Source: an optimization exercise on an open RTL-to-GDS flow (aim: small area). Production flows keep margins and buffers that such runs may drop.
Only simulation tests tie the RTL to the original design; equivalence was not proved.
The flow treats the clock pin as an ideal source. Dropping or thinning the clock tree relies on that and would not hold on a real chip.
No activity file was given, so power comes from the tool's default toggle rates.

## MultMan
module MultMan(
  input         clock,
  input         reset,
  input         io_rstn,
  input         io_data_rdy,
  input  [9:0]  io_mult1,
  input  [9:0]  io_mult2,
  output        io_res_rdy,
  output [19:0] io_res
);
Size in the first run: ~210 flip-flops, ~45 I/O pins, about 6500 um2 of cells after synthesis.
Settings: LEC_CHECK=0, CAP_MARGIN=20, CORE_MARGIN=2, CORE_UTILIZATION=40, GPL_TIMING_DRIVEN=0, SLEW_MARGIN=20, SYNTH_HIERARCHICAL=1; clock period 8.0 ns.
standard.sh (not shown) runs the stock make flow with config.mk's settings and CLKGATE_MAP_FILE= SYNTH_SCRIPT=/design/flow/synth_recipe.tcl, a recipe that flattens the netlist after the stock synthesis.
==> flow/flow/run.sh <==
#!/bin/bash
# Own flow: the standard layout, with the smallest buffer on the ports and
# small clock buffers for the clock tree.
set -euo pipefail
CTS="-sink_clustering_enable -repair_clock_nets -dont_use_dummy_load"
CTS="$CTS -buf_list {sky130_fd_sc_hd__clkbuf_2 sky130_fd_sc_hd__clkbuf_4 sky130_fd_sc_hd__clkbuf_8} -root_buf sky130_fd_sc_hd__clkbuf_8"
CTS="$CTS -sink_clustering_size 16 -sink_clustering_max_diameter 45"
bash standard.sh \
  "BUFFER_PORTS_ARGS=-buffer_cell sky130_fd_sc_hd__buf_1" \
  "CTS_ARGS=$CTS" \
  finish > standard.log 2>&1
Change:
==> flow/flow/run.sh (replaced) <==
#!/bin/bash
# Own flow: the standard layout, with the smallest buffer on the ports and
# small clock buffers for the clock tree.
set -euo pipefail
CTS="-sink_clustering_enable -repair_clock_nets -dont_use_dummy_load"
CTS="$CTS -buf_list sky130_fd_sc_hd__clkbuf_4 -root_buf sky130_fd_sc_hd__clkbuf_4"
CTS="$CTS -sink_clustering_size 12 -sink_clustering_max_diameter 40"
bash standard.sh \
  "BUFFER_PORTS_ARGS=-buffer_cell sky130_fd_sc_hd__buf_1" \
  "CTS_ARGS=$CTS" \
  RECOVER_POWER=100 \
  finish > standard.log 2>&1
Result: The new run completed without violations; area after synthesis stays the same; die area does not change; non-clock buffer count does not change; wire length barely changes; cell count grows by 0.68%; power shrinks by 4.5%; final area shrinks by 1.2%; global-route usage barely changes; utilization shrinks by 0.53 points; maximum frequency shrinks by 0.60%.
Change:
==> flow/run.sh (new file) <==
#!/bin/bash
# synth_recipe.tcl (not shown) runs the flow's synth.tcl, then flattens the netlist and writes it again
# the make line also repeats each setting of config.mk as NAME=value (left out here)
make -C /OpenROAD-flow-scripts/flow DESIGN_CONFIG=/design/flow/config.mk WORK_HOME=/design/flow/orfs CLKGATE_MAP_FILE= SYNTH_SCRIPT=/design/flow/synth_recipe.tcl finish
- GPL_TIMING_DRIVEN: 0 -> not set
removed: flow/flow/run.sh
removed: flow/standard.sh
After rerunning: The new run ran to the end with no violations; design area went up by roughly a tenth; wire length went up by a few percent; critical path depth does not change; sequential share of layout area went down by 6.4 points; count of clock-buffer cells in the layout went up by 4; synthesized area is unchanged; hold slack improved by 0.023 ns.
Change:
==> flow/flow/run.sh (new file) <==
#!/bin/bash
# Own flow: the standard layout, with the smallest buffer on the ports and
# small clock buffers for the clock tree.
set -euo pipefail
CTS="-sink_clustering_enable -repair_clock_nets -dont_use_dummy_load"
CTS="$CTS -buf_list sky130_fd_sc_hd__clkbuf_8 -root_buf sky130_fd_sc_hd__clkbuf_8"
CTS="$CTS -sink_clustering_size 22 -sink_clustering_max_diameter 50"
bash standard.sh \
  "BUFFER_PORTS_ARGS=-buffer_cell sky130_fd_sc_hd__buf_1" \
  "CTS_ARGS=$CTS" \
  finish > standard.log 2>&1
==> flow/standard.sh (new file) <==
#!/bin/bash
# synth_recipe.tcl (not shown) runs the flow's synth.tcl, then flattens the netlist and writes it again
# the make line also repeats each setting of config.mk as NAME=value (left out here)
make -C /OpenROAD-flow-scripts/flow DESIGN_CONFIG=/design/flow/config.mk WORK_HOME=/design/flow/orfs CLKGATE_MAP_FILE= SYNTH_SCRIPT=/design/flow/synth_recipe.tcl "${@:-finish}"
- GPL_TIMING_DRIVEN: not set -> 0
removed: flow/run.sh
Effect: Global-route usage fell by 0.63 points; maximum frequency rose by about 0.5%; clock-buffer cell count went down by 12.
Change:
==> flow/flow/run.sh (replaced) <==
#!/bin/bash
# Own flow: the standard layout, with the smallest buffer on the ports and
# small clock buffers for the clock tree.
set -euo pipefail
CTS="-sink_clustering_enable -repair_clock_nets -dont_use_dummy_load"
CTS="$CTS -buf_list sky130_fd_sc_hd__clkbuf_16 -root_buf sky130_fd_sc_hd__clkbuf_16"
CTS="$CTS -sink_clustering_size 40 -sink_clustering_max_diameter 70"
bash standard.sh \
  "BUFFER_PORTS_ARGS=-buffer_cell sky130_fd_sc_hd__buf_1" \
  "CTS_ARGS=$CTS" \
  finish > standard.log 2>&1
=>
- The new run finished clean
- die area does not change
- setup slack degrades by 0.051 ns
- total power came out higher by 3.8%
- worst hold slack is worse by 0.070 ns
- routed wire length decreases by 0.89%
- clock power grows by 17%
- via count went down by 1.7%
- sequential power barely changes
- global-route usage stays flat
- critical path depth is unchanged
Change:
==> flow/flow/run.sh (replaced) <==
#!/bin/bash
# Own flow: the standard layout, with the smallest buffer on the ports and
# small clock buffers for the clock tree.
set -euo pipefail
CTS="-sink_clustering_enable -repair_clock_nets -dont_use_dummy_load"
CTS="$CTS -buf_list sky130_fd_sc_hd__clkbuf_4 -root_buf sky130_fd_sc_hd__clkbuf_4"
CTS="$CTS -sink_clustering_size 12 -sink_clustering_max_diameter 40"
bash standard.sh \
  "BUFFER_PORTS_ARGS=-buffer_cell sky130_fd_sc_hd__buf_1" \
  "CTS_ARGS=$CTS" \
  finish > standard.log 2>&1
After rerunning: Worst setup slack gets worse by 0.033 ns; core utilization goes down by 0.60 points; first-iteration DRC count goes down by about 35%; final cell count goes up by 2.1%; sequential share of layout area goes up by 0.80 points; hold slack gets better by 0.062 ns; non-clock buffer count goes up by 2; total power goes down by about 6%.


Another version of the RTL of MultMan (not shown whole).
Size in the first run: about 440 cells after synthesis, about 210 flip-flops, about 45 I/O pins, about 6500 um^2 of cells after synthesis.
Settings: LEC_CHECK=0, CAP_MARGIN=20, CORE_MARGIN=2, CORE_UTILIZATION=60, GPL_TIMING_DRIVEN=0, PLACE_DENSITY=0.7, SLEW_MARGIN=20, SYNTH_HIERARCHICAL=1; clock period 8.0 ns.
==> flow/flow/run.sh <==
#!/bin/bash
# Own flow: the standard layout, with the smallest buffer on the ports and
# small clock buffers for the clock tree.
set -euo pipefail
CTS="-sink_clustering_enable -repair_clock_nets -dont_use_dummy_load"
CTS="$CTS -buf_list sky130_fd_sc_hd__clkbuf_4 -root_buf sky130_fd_sc_hd__clkbuf_4"
CTS="$CTS -sink_clustering_size 14 -sink_clustering_max_diameter 35 -tree_buf sky130_fd_sc_hd__clkbuf_2"
bash standard.sh \
  "BUFFER_PORTS_ARGS=-buffer_cell sky130_fd_sc_hd__buf_1" \
  "CTS_ARGS=$CTS" \
  finish > standard.log 2>&1
The starting point went through all stages and came out clean.
Next try:
--- a/flow/flow/run.sh
+++ b/flow/flow/run.sh
@@ -7 +7 @@
-CTS="$CTS -sink_clustering_size 14 -sink_clustering_max_diameter 35 -tree_buf sky130_fd_sc_hd__clkbuf_2"
+CTS="$CTS -sink_clustering_size 12 -sink_clustering_max_diameter 40"
CORE_UTILIZATION = 40   (was 60)
PLACE_DENSITY = unset   (was 0.7)
After rerunning:
- clock-buffer cell count grows by 1
- synthesized area stays the same
- wire length goes down by 2.7%
- register-to-register slack improved by 0.05 ns
Next try:
--- a/flow/flow/run.sh
+++ b/flow/flow/run.sh
@@ -7 +7 @@
-CTS="$CTS -sink_clustering_size 12 -sink_clustering_max_diameter 40"
+CTS="$CTS -sink_clustering_size 10 -sink_clustering_max_diameter 30"
CORE_UTILIZATION = 70   (was 40)
PLACE_DENSITY = 0.8   (was unset)
Maximum frequency drops slightly.
Area after synthesis stays the same.
Sequential power is about the same.
Global-route usage came out higher by 9.6 points.
Power is higher slightly.
Sequential share of layout area went up by 1.4 points.
Design area went down by a few percent.
Routed wire length is higher by a little under a tenth.
Next try:
--- a/flow/flow/run.sh
+++ b/flow/flow/run.sh
@@ -7 +7 @@
-CTS="$CTS -sink_clustering_size 10 -sink_clustering_max_diameter 30"
+CTS="$CTS -sink_clustering_size 12 -sink_clustering_max_diameter 40"
CORE_UTILIZATION = 60   (was 70)
PLACE_DENSITY = 0.7   (was 0.8)
The new run completed with no timing, DRC or antenna violations.
Setup slack gains 0.050 ns.
Clock-buffer cell count fell by 4.
Maximum frequency went up by 0.65%.
Register-to-register slack improves by 0.05 ns.
Utilization goes down by 9.7 points.
Final area came out lower by about 0.44%.
Global-route usage decreases by 3.2 points.
Total power shrinks by 2.1%.
Wire length went down by about 6%.
Combinational power fell by about 4%.
Non-clock buffer count goes down by 4.


MultMan again, from the RTL that the note above started with.
clock: 8.0 ns
lec_check: 0
cap_margin: 20
core_margin: 2
core_utilization: 60
gpl_timing_driven: 0
place_density: 0.7
slew_margin: 20
synth_hierarchical: 1
==> flow/flow/run.sh <==
#!/bin/bash
# Own flow: the standard layout, with the smallest buffer on the ports and
# a two-level clock tree (flow/mycts.tcl) in place of TritonCTS: compact groups
# of at most MYCTS_CAP flip-flops, one leaf buffer each, one root buffer.
set -euo pipefail
export PRE_CTS_TCL="$PWD/flow/mycts.tcl"
export MYCTS_CAP=12
export MYCTS_LEAF=sky130_fd_sc_hd__clkbuf_4
export MYCTS_ROOT=sky130_fd_sc_hd__clkbuf_8
export MYCTS_BIG=sky130_fd_sc_hd__clkbuf_8
export MYCTS_SLEW=0.120
export MYCTS_LATE='res*'
export MYCTS_LATE_BUF=sky130_fd_sc_hd__clkbuf_2
bash standard.sh \
  "BUFFER_PORTS_ARGS=-buffer_cell sky130_fd_sc_hd__buf_1" \
  finish > standard.log 2>&1
==> flow/flow/mycts.tcl <==
# Clock tree for a design with one clock and a few hundred flip-flops: the
# flip-flops are split into compact groups of at most MYCTS_CAP (balanced,
# capacity-limited k-means on their placed positions), each group gets one
# leaf clock buffer at its centre, and one root buffer at the centre of the
# leaves drives all of them from the clock port.  Flip-flops named by
# MYCTS_LATE get their own leaves behind one extra buffer, a later clock edge
# for the registers at the end of the design's longest register-to-register
# path.  Sourced as PRE_CTS_TCL; it replaces clock_tree_synthesis for the
# rest of the CTS step.


# Capacity-limited k-means of sinks {iterm x y} into groups of at most cap.
# Returns {centroids assignment}.
proc mycts_cluster { sinks cap } {
  set n [llength $sinks]
  set k [expr {int(ceil(double($n) / $cap))}]
  puts "mycts: $n sinks, $k leaf buffers of at most $cap"

  # start: horizontal bands of equal count, each cut into runs along x
  set rows [expr {max(1, int(round(sqrt($k))))}]
  set by_y [lsort -integer -index 2 $sinks]
  set cent {}
  set per_row [expr {int(ceil(double($k) / $rows))}]
  set left $k
  set start 0
  for {set r 0} {$r < $rows} {incr r} {
    set kr [expr {min($per_row, $left)}]
    set left [expr {$left - $kr}]
    set cnt [expr {$r == $rows - 1 ? $n - $start : $kr * $cap * $n / ($k * $cap)}]
    set band [lsort -integer -index 1 [lrange $by_y $start [expr {$start + $cnt - 1}]]]
    set start [expr {$start + $cnt}]
    set bn [llength $band]
    for {set c 0} {$c < $kr} {incr c} {
      set lo [expr {$c * $bn / $kr}]
      set hi [expr {($c + 1) * $bn / $kr - 1}]
      set sx 0; set sy 0; set m 0
      foreach s [lrange $band $lo $hi] {
        incr sx [lindex $s 1]; incr sy [lindex $s 2]; incr m
      }
      lappend cent [list [expr {$sx / max($m,1)}] [expr {$sy / max($m,1)}]]
    }
  }
  set k [llength $cent]

  # capacity-limited k-means
  for {set iter 0} {$iter < 30} {incr iter} {
    set pairs {}
    for {set i 0} {$i < $n} {incr i} {
      set s [lindex $sinks $i]
      for {set j 0} {$j < $k} {incr j} {
        set c [lindex $cent $j]
        lappend pairs [list [expr {abs([lindex $s 1] - [lindex $c 0]) + abs([lindex $s 2] - [lindex $c 1])}] $i $j]
      }
    }
    set pairs [lsort -integer -index 0 $pairs]
    set assign [lrepeat $n -1]
    set count [lrepeat $k 0]
    set done 0
    foreach p $pairs {
      lassign $p d i j
      if {[lindex $assign $i] >= 0 || [lindex $count $j] >= $cap} { continue }
      lset assign $i $j
      lset count $j [expr {[lindex $count $j] + 1}]
      incr done
      if {$done == $n} { break }
    }
    set sx [lrepeat $k 0]; set sy [lrepeat $k 0]
    for {set i 0} {$i < $n} {incr i} {
      set j [lindex $assign $i]
      lset sx $j [expr {[lindex $sx $j] + [lindex $sinks $i 1]}]
      lset sy $j [expr {[lindex $sy $j] + [lindex $sinks $i 2]}]
    }
    set new {}
    for {set j 0} {$j < $k} {incr j} {
      set m [lindex $count $j]
      if {$m > 0} {
        lappend new [list [expr {[lindex $sx $j] / $m}] [expr {[lindex $sy $j] / $m}]]
      } else {
        lappend new [lindex $cent $j]
      }
    }
    if {$new eq $cent} { break }
    set cent $new
  }
  puts "mycts: k-means stopped after $iter rounds, group sizes $count"

  return [list $cent $assign]
}

proc mycts_place { inst master x y } {
  $inst setLocation [expr {$x - [$master getWidth] / 2}] [expr {$y - [$master getHeight] / 2}]
  $inst setPlacementStatus PLACED
}

proc mycts_clock_net { block name } {
  set net [odb::dbNet_create $block $name]
  $net setSigType CLOCK
  return $net
}

# Build the leaves of one group of sinks under driver net drv; returns the
# leaf centres.  Leaf nets are named clknet_leaf_<n>, counted on from next.
proc mycts_leaves { block sinks cap master drv next_var } {
  upvar $next_var next
  lassign [mycts_cluster $sinks $cap] cent assign
  set nets {}
  foreach c $cent {
    set b [odb::dbInst_create $block $master clkbuf_leaf_$next]
    mycts_place $b $master {*}$c
    set lnet [mycts_clock_net $block clknet_leaf_$next]
    [$b findITerm A] connect $drv
    [$b findITerm X] connect $lnet
    lappend nets $lnet
    incr next
  }
  for {set i 0} {$i < [llength $sinks]} {incr i} {
    set it [lindex $sinks $i 0]
    $it disconnect
    $it connect [lindex $nets [lindex $assign $i]]
  }
  return $cent
}

proc mycts_centre { pts } {
  set x 0; set y 0
  foreach p $pts { incr x [lindex $p 0]; incr y [lindex $p 1] }
  return [list [expr {$x / [llength $pts]}] [expr {$y / [llength $pts]}]]
}

proc mycts_build { } {
  set block [ord::get_db_block]
  set db [ord::get_db]
  set cap $::env(MYCTS_CAP)
  set leaf_master [$db findMaster $::env(MYCTS_LEAF)]
  set root_master [$db findMaster $::env(MYCTS_ROOT)]
  set clk_net [[$block findBTerm clock] getNet]

  # sinks whose instance name matches MYCTS_LATE get their clock through one
  # more buffer (MYCTS_LATE_BUF)
  set sinks {}
  set late {}
  foreach it [$clk_net getITerms] {
    set inst [$it getInst]
    set bb [$inst getBBox]
    set s [list $it [expr {([$bb xMin] + [$bb xMax]) / 2}]       [expr {([$bb yMin] + [$bb yMax]) / 2}]]
    if { [info exists ::env(MYCTS_LATE)] && [string match $::env(MYCTS_LATE) [$inst getName]] } {
      lappend late $s
    } else {
      lappend sinks $s
    }
  }

  set root [odb::dbInst_create $block $root_master clkbuf_root]
  set rnet [mycts_clock_net $block clknet_root]
  set next 0
  set cent [mycts_leaves $block $sinks $cap $leaf_master $rnet next]
  if { [llength $late] > 0 } {
    set lmaster [$db findMaster $::env(MYCTS_LATE_BUF)]
    set lbuf [odb::dbInst_create $block $lmaster clkbuf_late]
    set lnet [mycts_clock_net $block clknet_late]
    set lcent [mycts_leaves $block $late $cap $leaf_master $lnet next]
    set lc [mycts_centre $lcent]
    mycts_place $lbuf $lmaster {*}$lc
    [$lbuf findITerm A] connect $rnet
    [$lbuf findITerm X] connect $lnet
    lappend cent $lc
    puts "mycts: [llength $late] late sinks under [llength $lcent] leaves"
  }
  mycts_place $root $root_master {*}[mycts_centre $cent]
  [$root findITerm A] connect $clk_net
  [$root findITerm X] connect $rnet
  $clk_net setSigType CLOCK
  global_connect
  set_propagated_clock [all_clocks]

  # a leaf whose flip-flops would see too slow a clock edge gets a stronger
  # buffer
  if { [info exists ::env(MYCTS_BIG)] } {
    set big [$db findMaster $::env(MYCTS_BIG)]
    estimate_parasitics -placement
    for {set j 0} {$j < $next} {incr j} {
      set worst 0
      foreach p [get_pins -of_objects [get_nets clknet_leaf_$j] -filter "direction==input"] {
        set worst [expr {max($worst, [get_property $p slew_max])}]
      }
      if { $worst > $::env(MYCTS_SLEW) } {
        puts "mycts: leaf $j slew $worst, using $::env(MYCTS_BIG)"
        [$block findInst clkbuf_leaf_$j] swapMaster $big
      }
    }
  }
}

rename clock_tree_synthesis orfs_clock_tree_synthesis
proc clock_tree_synthesis { args } {
  mycts_build
}
The starting point ran to the end with no violations.
==> next run, changes <==
--- a/flow/flow/run.sh
+++ b/flow/flow/run.sh
@@ -5,11 +5,11 @@
 set -euo pipefail
 export PRE_CTS_TCL="$PWD/flow/mycts.tcl"
-export MYCTS_CAP=12
+export MYCTS_CAP=13
 export MYCTS_LEAF=sky130_fd_sc_hd__clkbuf_4
-export MYCTS_ROOT=sky130_fd_sc_hd__clkbuf_8
+export MYCTS_ROOT=sky130_fd_sc_hd__clkbuf_4
 export MYCTS_BIG=sky130_fd_sc_hd__clkbuf_8
 export MYCTS_SLEW=0.120
 export MYCTS_LATE='res*'
-export MYCTS_LATE_BUF=sky130_fd_sc_hd__clkbuf_2
+export MYCTS_LATE_BUF=sky130_fd_sc_hd__clkbuf_1
 bash standard.sh \
   "BUFFER_PORTS_ARGS=-buffer_cell sky130_fd_sc_hd__buf_1" \
Critical path depth does not change.
First-iteration DRC count goes up by 19%.
Global-route usage came out lower by 0.11 points.
Cell count stays the same.
Register-to-register slack is better by 0.02 ns.
Power goes down by 1.4%.
Cell area came out lower by 0.38%.
Synthesized area stays the same.
==> next run, changes <==
--- a/flow/flow/run.sh
+++ b/flow/flow/run.sh
@@ -5,11 +5,11 @@
 set -euo pipefail
 export PRE_CTS_TCL="$PWD/flow/mycts.tcl"
-export MYCTS_CAP=13
+export MYCTS_CAP=11
 export MYCTS_LEAF=sky130_fd_sc_hd__clkbuf_4
-export MYCTS_ROOT=sky130_fd_sc_hd__clkbuf_4
+export MYCTS_ROOT=sky130_fd_sc_hd__clkbuf_8
 export MYCTS_BIG=sky130_fd_sc_hd__clkbuf_8
 export MYCTS_SLEW=0.120
 export MYCTS_LATE='res*'
-export MYCTS_LATE_BUF=sky130_fd_sc_hd__clkbuf_1
+export MYCTS_LATE_BUF=sky130_fd_sc_hd__clkbuf_2
 bash standard.sh \
   "BUFFER_PORTS_ARGS=-buffer_cell sky130_fd_sc_hd__buf_1" \
The new run finished clean.
Setup slack improves by 0.018 ns.
Sequential share of layout area shrinks by 0.13 points.
Design area grows by 0.43%.
Clock skew goes down by 0.078 ns.
Global-route usage goes up by 0.17 points.
==> next run, changes <==
--- a/flow/flow/run.sh
+++ b/flow/flow/run.sh
@@ -5,11 +5,11 @@
 set -euo pipefail
 export PRE_CTS_TCL="$PWD/flow/mycts.tcl"
-export MYCTS_CAP=11
+export MYCTS_CAP=13
 export MYCTS_LEAF=sky130_fd_sc_hd__clkbuf_4
-export MYCTS_ROOT=sky130_fd_sc_hd__clkbuf_8
+export MYCTS_ROOT=sky130_fd_sc_hd__clkbuf_4
 export MYCTS_BIG=sky130_fd_sc_hd__clkbuf_8
 export MYCTS_SLEW=0.120
 export MYCTS_LATE='res*'
-export MYCTS_LATE_BUF=sky130_fd_sc_hd__clkbuf_2
+export MYCTS_LATE_BUF=sky130_fd_sc_hd__clkbuf_1
 bash standard.sh \
   "BUFFER_PORTS_ARGS=-buffer_cell sky130_fd_sc_hd__buf_1" \
- CORE_UTILIZATION: 60 -> 75
- PLACE_DENSITY: 0.7 -> 0.85
Outcome: Area after synthesis does not change; die area went down by about 20%; sequential share of layout area went up by 0.53 points; clock power went down by about 8%; final area went down by about 0.9%; worst setup slack got worse by 0.010 ns.
In every run of this note, the design's own scripts or RTL, not TritonCTS, make the clock network.

-- port drivers added, routing unchanged --
The results above use ideal ports. As a check the final layouts listed here were re-extracted and re-timed, cells and wires unchanged. Step 1 assumes that a clkbuf_16 drives the clock port and a buf_2 every other input. Step 2, shift: input delay + t, output delay - t, t = (earliest + latest rising clock arrival at the registers) / 2. This alone moves slack from input paths to output paths. Three values: ideal, step 1, step 2; two values: the first two.
run	t (ns)	setup slack, ns	hold WS [ns]	worst setup path after step 2	latest minus earliest clock arrival (ns)
the first run of note 1	0.513	0.292 / 0.292 / 0.292	0.291 / 0.291 / 0.291	register to register	0.075 / 0.076
the second run of note 1	0.612	0.246 / 0.246 / 0.246	0.291 / 0.291 / 0.291	register to register	0.070 / 0.070
the third run of note 1	0.516	0.291 / 0.291 / 0.291	0.313 / 0.313 / 0.313	register to register	0.016 / 0.015
the fourth run of note 1	0.506	0.330 / 0.330 / 0.330	0.299 / 0.299 / 0.299	register to register	0.064 / 0.064
the fifth run of note 1	0.478	0.279 / 0.279 / 0.279	0.229 / 0.229 / 0.229	register to register	0.105 / 0.105
the sixth run of note 1	0.612	0.246 / 0.246 / 0.246	0.291 / 0.291 / 0.291	register to register	0.070 / 0.070
the first run of note 2	0.593	0.242 / 0.242 / 0.242	0.315 / 0.315 / 0.315	register to register	0.077 / 0.077
the second run of note 2	0.590	0.289 / 0.289 / 0.289	0.300 / 0.300 / 0.300	register to register	0.086 / 0.086
the third run of note 2	0.601	0.156 / 0.156 / 0.156	0.275 / 0.275 / 0.275	register to register	0.070 / 0.071
the fourth run of note 2	0.591	0.206 / 0.206 / 0.206	0.273 / 0.273 / 0.273	register to register	0.065 / 0.065
the first run of note 3	0.534	0.225 / 0.225 / 0.225	0.293 / 0.293 / 0.293	register to register	0.220 / 0.219
the second run of note 3	0.695	0.241 / 0.241 / 0.241	0.301 / 0.301 / 0.301	register to register	0.293 / 0.293
the third run of note 3	0.542	0.259 / 0.259 / 0.259	0.307 / 0.307 / 0.307	register to register	0.216 / 0.215
the fourth run of note 3	0.676	0.249 / 0.249 / 0.249	0.291 / 0.291 / 0.291	register to register	0.306 / 0.306
In the fourth run of note 3 the clock reaches the registers at very different times; t lies between them, and the last value is a rough guide only.
